This is an optimization exercise on Yosys and OpenROAD, whose aim is small area and a short achievable clock period, not a production implementation. Only simulation tests tie the RTL to the original design; equivalence was not proved.

job 7357:
Design DP4_pipe, start of the top module:
module DP4_pipe(
    mode, clk, reset,
    a, b, c, d, e, f, g, h,
    DP4
);
input mode, clk, reset;
input [31:0] a, b, c, d, e, f, g, h;
output [31:0] DP4;
function [22:0] man;                  
    input m;
    input [31:0] x;
    man = m ? x[22:0] : {x[9:0], 13'b0};
endfunction
function [7:0] pexp;                  
    input m;
    input [31:0] x, y;
    pexp = m ? (x[30:23] + y[30:23] - 8'd127) : ({3'b0, x[14:10]} + {3'b0, y[14:10]} - 8'd15);
endfunction
function [35:0] booth;                
    input [22:0] y;
    reg [24:0] z;
    integer i;
    begin
        z = {1'b1, y, 1'b0};          
        for (i = 0; i < 12; i = i + 1) begin
            booth[24 + i] = z[2*i+2];
            booth[12 + i] = (z[2*i+2] & ~z[2*i+1] & ~z[2*i]) | (~z[2*i+2] & z[2*i+1] & z[2*i]);
            booth[i]      = z[2*i+1] ^ z[2*i];
        end
    end
endfunction
reg        m1;
reg [22:0] xa1, xc1, xe1, xg1;
reg [35:0] yb1, yd1, yf1, yh1;
reg [7:0]  eab1, ecd1, eef1, egh1;
reg [3:0]  sg1;
always @(posedge clk) begin
    m1 <= mode;
    xa1 <= man(mode, a); yb1 <= booth(man(mode, b));
    xc1 <= man(mode, c); yd1 <= booth(man(mode, d));
    xe1 <= man(mode, e); yf1 <= booth(man(mode, f));
    xg1 <= man(mode, g); yh1 <= booth(man(mode, h));
    eab1 <= pexp(mode, a, b); ecd1 <= pexp(mode, c, d);
    eef1 <= pexp(mode, e, f); egh1 <= pexp(mode, g, h);
  ...
For scale: about 10000 cells after synthesis, about 610 flip-flops, roughly 100000 µm² of cells after synthesis.
clock: 8.8 ns
lec_check: 0
cap_margin: 20
core_margin: 2
core_utilization: 40
place_density: 0.6
setup_slack_margin: 3.0
slew_margin: 20
synth_hierarchical: 1
synth_minimum_keep_size: 0
run.sh (not shown) runs the stock make flow with config.mk's settings and CLKGATE_MAP_FILE= SYNTH_SCRIPT=/design/flow/synth_recipe.tcl, a recipe that flattens the netlist after the stock synthesis.
Job 7357 went all the way through synthesis, placement and routing and the layout is clean on timing, DRC and antenna.
--- input diff job 7357..job 9491 ---
-- flow/config.mk --
<<< job 7357, line 7
export LEC_CHECK = 0
export CAP_MARGIN = 20
export CORE_MARGIN = 2
export CORE_UTILIZATION = 40
export PLACE_DENSITY = 0.6
export SETUP_SLACK_MARGIN = 3.0
export SLEW_MARGIN = 20
export SYNTH_HIERARCHICAL = 1
>>> job 9491, line 7
export LEC_CHECK = 0
export CAP_MARGIN = 0
export CORE_MARGIN = 2
export CORE_UTILIZATION = 48
export PLACE_DENSITY = 0.65
export SETUP_SLACK_MARGIN = 3.0
export SLEW_MARGIN = 0
export SYNTH_HIERARCHICAL = 1
==> comparison <==
- Both conditions hold for job 9491: the flow ran to the end and the final layout passed the timing, DRC and antenna checks.
- Comparing job 7357 and job 9491, the lower transition time at the pin with the least slew margin is on job 7357.
- The maximum clock frequency of job 9491 is lower than that of job 7357.
- Side by side, final clock period utilization by the worst path turned out higher in job 9491 than in job 7357.
- Job 9491 vs. job 7357: instance area at placement went down by about 0.9%.
The following lists how job 4655 was set up differently from job 9491:
-- flow/config.mk --
<<< job 9491, line 9
export CORE_MARGIN = 2
export CORE_UTILIZATION = 48
export PLACE_DENSITY = 0.65
export SETUP_SLACK_MARGIN = 3.0
export SLEW_MARGIN = 0
>>> job 4655, line 9
export CORE_MARGIN = 2
export CORE_UTILIZATION = 40
export PLACE_DENSITY = 0.6
export SETUP_SLACK_MARGIN = 2.8
export SLEW_MARGIN = 0
Findings:
- Number of antenna cells inserted up 2 in job 4655 wrt job 9491
- [compare] base=job 9491 new=job 4655: fmax dropped about 1.7%; wire length of the first global-routing pass higher; non-clock buffer count decreased about 20%.
- Relative to job 9491, non-clock buffer area fraction after layout has gone down in job 4655.
- Placed cell area ends up lower on job 9491.
- Run comparison: job 9491 uppermost metal layer occupied by signal nets met5; job 4655 uppermost metal layer occupied by signal nets met4
- Against job 9491 as the reference, job 4655 delivers a higher clock buffer count in the final layout.
- | signed area change from the synthesized netlist to the final layout | job 4655 vs job 9491 | 2.4 points lower |
The inputs of job 2096 differ from those of job 4655 as listed below.
-- flow/config.mk --
<<< job 4655, line 11
export PLACE_DENSITY = 0.6
export SETUP_SLACK_MARGIN = 2.8
export SLEW_MARGIN = 0
>>> job 2096, line 11
export PLACE_DENSITY = 0.6
export SETUP_SLACK_MARGIN = 3.0
export SLEW_MARGIN = 0
[summary]
- Comparing job 4655 and job 2096, the lower number of antenna violations at the first check in global routing is on job 4655.
- Status: cell count after placement parity (job 2096, job 4655)
- Per the comparison of job 2096 with job 4655, required time at the worst-slack endpoint higher; total number of vias now larger.
- Taking job 4655 as the reference point, the maximum fanout along the worst path of job 2096 falls by 3.
- In the metrics for job 4655 and job 2096, the one carrying the lower post-route cell area is job 4655.
- Final critical-path share of the clock period: job 2096 lower than job 4655
- | largest stage delay on the critical path | job 2096 vs job 4655 | ≈ equal |
### job 2096 -> job 2417
-- flow/config.mk --
<<< job 2096, line 11
export PLACE_DENSITY = 0.6
export SETUP_SLACK_MARGIN = 3.0
export SLEW_MARGIN = 0
>>> job 2417, line 11
export PLACE_DENSITY = 0.6
export SETUP_SLACK_MARGIN = 2.4
export SLEW_MARGIN = 0
Results
- [compare] base=job 2096 new=job 2417: wire length decreased about 5%; sequential share of layout area has increased; hold slack about even.
- Compared with job 2096, in job 2417 least setup slack across all paths after layout went down; final design area excluding fillers went down.
- Final core area utilization down 2.6 points in job 2417 wrt job 2096

-- separate check: timing with driven ports --
The flow's constraints put no driver on any port. The routed layouts listed below were extracted and timed again, unchanged, in two steps. Step 1, drivers: a clkbuf_16 drives clk and a buf_2 each remaining input, both assumed. Step 2 moves the port delays by t, midway between the first and last clock arrival at a register: inputs arrive t later, outputs are due t later. That takes back most of the time a late clock gives input paths. Three values: ideal ports, drivers, drivers and shift; two values: the first two.
run | t (ns) | setup slack, ns | worst setup path at the end
job 7357 | 0.827 | 3.077 / 3.077 / 3.077 | register to register
job 9491 | 0.803 | 2.990 / 2.990 / 2.990 | register to register
job 4655 | 0.840 | 2.890 / 2.841 / 2.890 | register to register
job 2096 | 0.833 | 3.044 / 3.044 / 3.044 | register to register
job 2417 | 0.827 | 2.477 / 2.477 / 2.477 | register to register
After both steps every run listed still meets setup and hold.
